What follows belongs to an exercise in optimizing a design on an open flow for small area, a short achievable clock period and few clock cycles per item; a production flow would make more cautious choices. Where RTL was checked, it was by simulation tests only, not by an equivalence proof against the original. Power and IR drop assume default switching activity.

## willow
Design riscv_div, start of the top module:
module riscv_div (
    input  logic        clk,
    input  logic        rst_n,
    input  logic        in_valid,
    input  logic [31:0] op_a,       
    input  logic [31:0] op_b,       
    input  logic [1:0]  opcode,     
    input  logic        out_ready,
    output logic        out_valid,
    output logic [31:0] result
  );
Size: about 11000 um^2 of cells after synthesis.
export LEC_CHECK = 0
export CAP_MARGIN = 20
export CORE_MARGIN = 2
export CORE_UTILIZATION = 40
export PLACE_DENSITY = 0.6
export SETUP_SLACK_MARGIN = 1.5
export SLEW_MARGIN = 20
create_clock -name core_clock -period 6.0 [get_ports {clk}]
standard.sh (not shown) runs the stock make flow with config.mk's settings and CLKGATE_MAP_FILE= SYNTH_SCRIPT=/design/flow/synth_recipe.tcl, a recipe that flattens the netlist after the stock synthesis.
==> flow/flow/run.sh <==
#!/bin/bash
# Standard layout, with the port buffers made from the smallest buffer cell
# instead of the one buffer_ports picks by default.
set -e
export BUFFER_PORTS_ARGS="-buffer_cell sky130_fd_sc_hd__buf_1"
bash standard.sh > standard.log 2>&1
Per the final summary, willow finished and its layout is clean on timing, DRC and antenna.
What garnet does differently from willow at the input level:
--- a/flow/design.v
+++ b/flow/design.v
@@ -7,15 +7,16 @@
     input  logic [1:0]  opcode,    
     input  logic        out_ready,
     output logic        out_valid,
     output logic [31:0] result
   );
   logic st_idle, st_algn, st_step, st_fix, st_done;
   logic [31:0] A, B, Q;
-  logic [4:0]  cnt;
+  logic [4:0]  cnt, lzb_r;
+  logic [5:0]  lza_r;
   logic        neg_res, cin, sel_a, n_neg, rem_op;
   function automatic logic [5:0] lzc32(input logic [31:0] x);
     logic [15:0] v0; logic [15:0] c0;
     logic [7:0] v1; logic [1:0] c1 [8];
     logic [3:0] v2; logic [2:0] c2 [4];
     logic [1:0] v3; logic [3:0] c3 [2];
     logic v4; logic [4:0] c4;
@@ -47,33 +48,25 @@
   assign in_an  = opcode[0] & op_a[31];
   assign in_bn  = opcode[0] & op_b[31];
   assign in_bz  = (op_b == 32'd0);
   assign in_bx  = op_b ^ {32{in_bn}};    
   assign in_as  = in_an ? {~op_a[30:0], 1'b1} : op_a;
   assign in_lza = lzc32(in_as);
   assign in_lzb = lzc32({in_bx[31:1], 1'b1});
-  logic [5:0] cp_g [4], cp_p [4];
-  logic [5:0] cp_c;
-  always_comb begin : p_cmp
-    cp_g[0] = in_lzb & ~in_lza;
-    cp_p[0] = in_lzb ^ ~in_lza;
-    for (int l = 0; l < 3; l++)
-      for (int k = 0; k < 6; k++)
-        if (k >= (1 << l)) begin
-          cp_g[l+1][k] = cp_g[l][k] | (cp_p[l][k] & cp_g[l][k - (1 << l)]);
-          cp_p[l+1][k] = cp_p[l][k] & cp_p[l][k - (1 << l)];
-        end else begin
-          cp_g[l+1][k] = cp_g[l][k];
-          cp_p[l+1][k] = cp_p[l][k];
-        end
-    cp_c[0] = 1'b1;
-    for (int k = 1; k < 6; k++) cp_c[k] = cp_g[3][k-1] | cp_p[3][k-1];
-  end
-  assign algn   = cp_p[0][4:0] ^ cp_c[4:0];
-  assign quick  = in_bz | ~(cp_g[3][5] | cp_p[3][5]);
+  logic [31:0] m_r [6];
+  logic [31:0] m_b;
+  always_comb begin : p_msk
+    for (int k = 0; k < 32; k++) m_r[0][k] = (k == 31) ? 1'b1 : in_bx[31 - k];
+    for (int l = 0; l < 5; l++)
+      for (int k = 0; k < 32; k++)
+        m_r[l+1][k] = ((k >> l) & 1) ? (m_r[l][k] | m_r[l][((k >> l) << l) - 1]) : m_r[l][k];
+    for (int k = 0; k < 32; k++) m_b[k] = m_r[5][31 - k];
+  end
+  assign quick  = in_bz | ((in_as & ~{1'b0, m_b[31:1]}) == 32'd0);
+  assign algn   = lzb_r - lza_r[4:0];
   logic [31:0] n_in, n_out, n_c;
   logic [31:0] n_p [6];
   assign n_in = sel_a ? A : Q;
   always_comb begin : p_neg
     n_p[0] = {n_in[30:0], 1'b0};
     for (int l = 0; l < 5; l++)
       for (int k = 0; k < 32; k++)
@@ -205,22 +198,24 @@
       st_done <= (st_idle & in_valid & quick) | (st_step & last & ~neg_res) | st_fix | (st_done & ~out_ready);
     end
   end
   always_ff @(posedge clk) begin
     if (st_idle) begin
       A       <= op_a;
       Q       <= {32{in_bz}};
-      cnt     <= algn;
+      lza_r   <= in_lza;
+      lzb_r   <= in_lzb[4:0];
       neg_res <= opcode[0] & (opcode[1] ? in_an : (in_an ^ in_bn) & ~in_bz);
       cin     <= ~in_bn;
       rem_op  <= opcode[1];
       sel_a   <= opcode[1] | ~quick;
       n_neg   <= in_an;
     end else if (st_algn) begin
       A       <= n_out;
+      cnt     <= algn;
       sel_a   <= rem_op;
       n_neg   <= neg_res;
     end else if (st_step) begin
       if (qbit) A <= sum;
       Q   <= {Q[30:0], qbit};
       cnt <= cnt - 5'd1;
     end else if (st_fix) begin
@@ -228,15 +223,15 @@
       sel_a <= 1'b1;
     end
   end
   always_ff @(posedge clk) begin
     if (st_idle)
       B <= ~in_bx;
     else if (st_algn)
-      B <= (B << cnt) | ({32{cin}} & ~({32{1'b1}} << cnt));
+      B <= (B << algn) | ({32{cin}} & ~({32{1'b1}} << algn));
     else
       B <= {1'b1, B[31:1]};
   end
   assign result    = n_in;
   assign out_valid = st_done;
 endmodule
 module riscv_div (
[summary]
Going from willow to garnet, met3 wire length grew by more than half.
Of garnet and willow, the lower synthesized netlist cell count belongs to willow.
Sort garnet and willow by layout overhead on the synthesized area asc -> top: garnet
Cmp garnet vs willow: multi-input combinational area share lower in garnet
Final cell area: garnet above willow
Looking at wire length reported by the detailed router across both flows, garnet is the weaker of the two, with willow ahead.
Against willow, garnet comes in 2 higher on row count.
Cmp garnet and willow / buffer count excluding the clock tree in the final layout / lower: garnet
Testbench counts of garnet, summed over its fixed seeds: cycles 27,127, items 3,200.
For willow, only the layout was checked, not whether the RTL still works.


riscv_div, a different RTL version from the one above (not shown whole).
Size: about 1,600 cells after synthesis, ~120 flip-flops, roughly 100 I/O pins.
Settings: LEC_CHECK=0, CAP_MARGIN=20, CORE_MARGIN=2, CORE_UTILIZATION=40, PLACE_DENSITY=0.6, SETUP_SLACK_MARGIN=2.5, SLEW_MARGIN=20; clock period 6.0 ns.
Scripts as last shown in full above: flow/flow/run.sh
The starting point passed the timing, design-rule and antenna checks.
Next try:
--- a/flow/design.v
+++ b/flow/design.v
@@ -54,28 +54,23 @@
   logic [31:0] m_r [6];
   logic [31:0] m_b;
   always_comb begin : p_msk
     for (int k = 0; k < 32; k++) m_r[0][k] = (k == 31) ? 1'b1 : in_bx[31 - k];
     for (int l = 0; l < 5; l++)
       for (int k = 0; k < 32; k++)
         m_r[l+1][k] = ((k >> l) & 1) ? (m_r[l][k] | m_r[l][((k >> l) << l) - 1]) : m_r[l][k];
     for (int k = 0; k < 32; k++) m_b[k] = m_r[5][31 - k];
   end
-  logic [31:0] m_hi;
-  logic        qk_p, qk_n;
-  assign m_hi   = ~{1'b0, m_b[31:1]};
-  assign qk_p   = ((op_a & m_hi) == 32'd0);
-  assign qk_n   = (({~op_a[30:0], 1'b1} & m_hi) == 32'd0);
-  assign quick  = in_bz | (in_an ? qk_n : qk_p);
+  assign quick  = in_bz | ((in_as & ~{1'b0, m_b[31:1]}) == 32'd0);
   assign algn   = cnt - lza_r;
   logic [31:0] n_in, n_out, n_c;
   logic [31:0] n_p [6];
-  assign n_in = (sel_a | st_algn) ? A : Q;
+  assign n_in = sel_a ? A : Q;
   always_comb begin : p_neg
     n_p[0] = {n_in[30:0], 1'b0};
     for (int l = 0; l < 5; l++)
       for (int k = 0; k < 32; k++)
         n_p[l+1][k] = ((k >> l) & 1) ? (n_p[l][k] | n_p[l][((k >> l) << l) - 1]) : n_p[l][k];
     n_c = n_p[5] & {32{n_neg}};
   end
   assign n_out = n_in ^ n_c;
   logic [31:0] sum;
@@ -198,41 +193,41 @@
       st_idle <= (st_idle & ~in_valid) | (st_done & out_ready);
       st_algn <= st_idle & in_valid & ~quick;
       st_step <= st_algn | (st_step & ~last);
       st_fix  <= st_step & last & neg_res;
       st_done <= (st_idle & in_valid & quick) | (st_step & last & ~neg_res) | st_fix | (st_done & ~out_ready);
     end
   end
   always_ff @(posedge clk) begin
     if (st_idle) begin
+      A       <= op_a;
       Q       <= {32{in_bz}};
       lza_r   <= in_lza[4:0];
       cnt     <= in_lzb[4:0];
       neg_res <= opcode[0] & (opcode[1] ? in_an : (in_an ^ in_bn) & ~in_bz);
       cin     <= ~in_bn;
       rem_op  <= opcode[1];
-      sel_a   <= opcode[1];
+      sel_a   <= opcode[1] | ~quick;
       n_neg   <= in_an;
     end else if (st_algn) begin
+      A       <= n_out;
       cnt     <= algn;
       sel_a   <= rem_op;
       n_neg   <= neg_res;
     end else if (st_step) begin
+      if (qbit) A <= sum;
       Q   <= {Q[30:0], qbit};
       cnt <= cnt - 5'd1;
     end else if (st_fix) begin
+      A     <= n_out;
       sel_a <= 1'b1;
     end
   end
-  logic [31:0] a_hold;
-  assign a_hold = st_idle ? op_a : ((st_algn | st_fix) ? n_out : A);
-  always_ff @(posedge clk)
-    A <= (st_step & qbit) ? sum : a_hold;
   always_ff @(posedge clk) begin
     if (st_idle)
       B <= ~in_bx;
     else if (st_algn)
       B <= (B << algn) | ({32{cin}} & ~({32{1'b1}} << algn));
     else
       B <= {1'b1, B[31:1]};
   end
   assign result    = n_in;
Outcome: Cell count decreases by a few percent. Global-route usage shrinks by 2.0 points. Sequential cell count does not change. Wire length shrinks by roughly a tenth. Final area fell by a few percent. Die area came out lower by a few percent. Setup slack loses 58 ps. Total power fell by a few percent. Area after synthesis goes down by a few percent.
Testbench counts after the change, summed over its fixed seeds: cycles 27,127, items 3,200.
For the first run of this note, only the layout was checked, not whether the RTL still works.


Another version of the RTL of riscv_div (not shown whole).
Size: roughly 1500 cells after synthesis, roughly 120 flip-flops, about 12000 um^2 of cells after synthesis.
==> flow/config.mk <==
export PLATFORM = sky130hd
export DESIGN_NAME = riscv_div
export DESIGN_NICKNAME = riscv_div
export VERILOG_FILES = /design/flow/design.v
export SDC_FILE = /design/flow/constraint.sdc
export NUM_CORES = 4
export LEC_CHECK = 0
export CAP_MARGIN = 20
export CORE_MARGIN = 2
export CORE_UTILIZATION = 40
export PLACE_DENSITY = 0.6
export SETUP_SLACK_MARGIN = 3.0
export SLEW_MARGIN = 20
==> flow/constraint.sdc <==
create_clock -name core_clock -period 6.0 [get_ports {clk}]
set_input_delay 1.2000 -clock core_clock [delete_from_list [all_inputs] [get_ports {clk}]]
set_output_delay 1.2000 -clock core_clock [all_outputs]
set_load 0.01 [all_outputs]
Scripts as last shown in full above: flow/flow/run.sh
Edit:
--- a/flow/design.v
+++ b/flow/design.v
@@ -52,28 +52,23 @@
   assign in_lza = lzc32(in_as);
   assign in_lzb = lzc32({in_bx[31:1], 1'b1});
   logic [31:0] m_r [6];
   logic [31:0] m_b;
   always_comb begin : p_msk
     for (int k = 0; k < 32; k++) m_r[0][k] = (k == 31) ? 1'b1 : in_bx[31 - k];
     for (int l = 0; l < 5; l++)
       for (int k = 0; k < 32; k++)
         m_r[l+1][k] = ((k >> l) & 1) ? (m_r[l][k] | m_r[l][((k >> l) << l) - 1]) : m_r[l][k];
     for (int k = 0; k < 32; k++) m_b[k] = m_r[5][31 - k];
   end
-  logic [31:0] m_hi;
-  logic        qk_p, qk_n;
-  assign m_hi   = ~{1'b0, m_b[31:1]};
-  assign qk_p   = ((op_a & m_hi) == 32'd0);
-  assign qk_n   = (({~op_a[30:0], 1'b1} & m_hi) == 32'd0);
-  assign quick  = in_bz | (in_an ? qk_n : qk_p);
+  assign quick  = in_bz | ((in_as & ~{1'b0, m_b[31:1]}) == 32'd0);
   assign algn   = cnt - lza_r;
   logic [31:0] n_in, n_out, n_c;
   logic [31:0] n_p [6];
   assign n_in = sel_a ? A : Q;
   always_comb begin : p_neg
     n_p[0] = {n_in[30:0], 1'b0};
     for (int l = 0; l < 5; l++)
       for (int k = 0; k < 32; k++)
         n_p[l+1][k] = ((k >> l) & 1) ? (n_p[l][k] | n_p[l][((k >> l) << l) - 1]) : n_p[l][k];
     n_c = n_p[5] & {32{n_neg}};
   end
=> The changed run went through all stages and came out clean; final cell count falls by a few percent; core utilization falls by 3.4 points; clock power rises by a few percent; total power falls by roughly a tenth; die area falls slightly.
Testbench counts after the change, summed over its fixed seeds: cycles 27,127, items 3,200.
No functional check of the RTL was part of the first run of this note.

-- separate check: timing with driven ports --
Ports are ideal in the flow. The routed layouts listed here were re-timed in OpenROAD. Step 1 assumes that a clkbuf_16 drives the clock port and a buf_2 every other input. Step 2 moves the port delays by t, midway between the first and last clock arrival at a register: inputs arrive t later, outputs are due t later. That takes back most of the time a late clock gives input paths. a / b / c = no drivers / after step 1 / after step 2; a / b = the first two.
run	t (ns)	slack for setup (ns)	worst hold slack (ns)	clock arrival spread, ns	worst register clock-pin slew, ns
willow	0.411	1.437 / 1.439 / 1.028	0.531 / 0.531 / 0.531	0.013 / 0.013	0.09 / 0.09
garnet	0.486	1.962 / 1.962 / 1.623	0.553 / 0.553 / 0.553	0.021 / 0.021	0.07 / 0.07
the first run of note 2	0.471	2.547 / 2.503 / 2.209	0.580 / 0.580 / 0.580	0.017 / 0.017	0.06 / 0.06
the second run of note 2	0.482	2.488 / 2.519 / 2.037	0.512 / 0.512 / 0.512	0.017 / 0.018	0.07 / 0.07
the first run of note 3	0.478	2.666 / 2.666 / 2.258	0.563 / 0.563 / 0.563	0.016 / 0.016	0.07 / 0.07
the second run of note 3	0.480	2.692 / 2.692 / 2.580	0.528 / 0.528 / 0.528	0.017 / 0.017	0.07 / 0.07
After both steps every run listed still meets setup and hold. For the second run of note 2, which loses most, drivers alone change the setup slack by +0.031 ns; drivers and shift together by -0.451 ns.
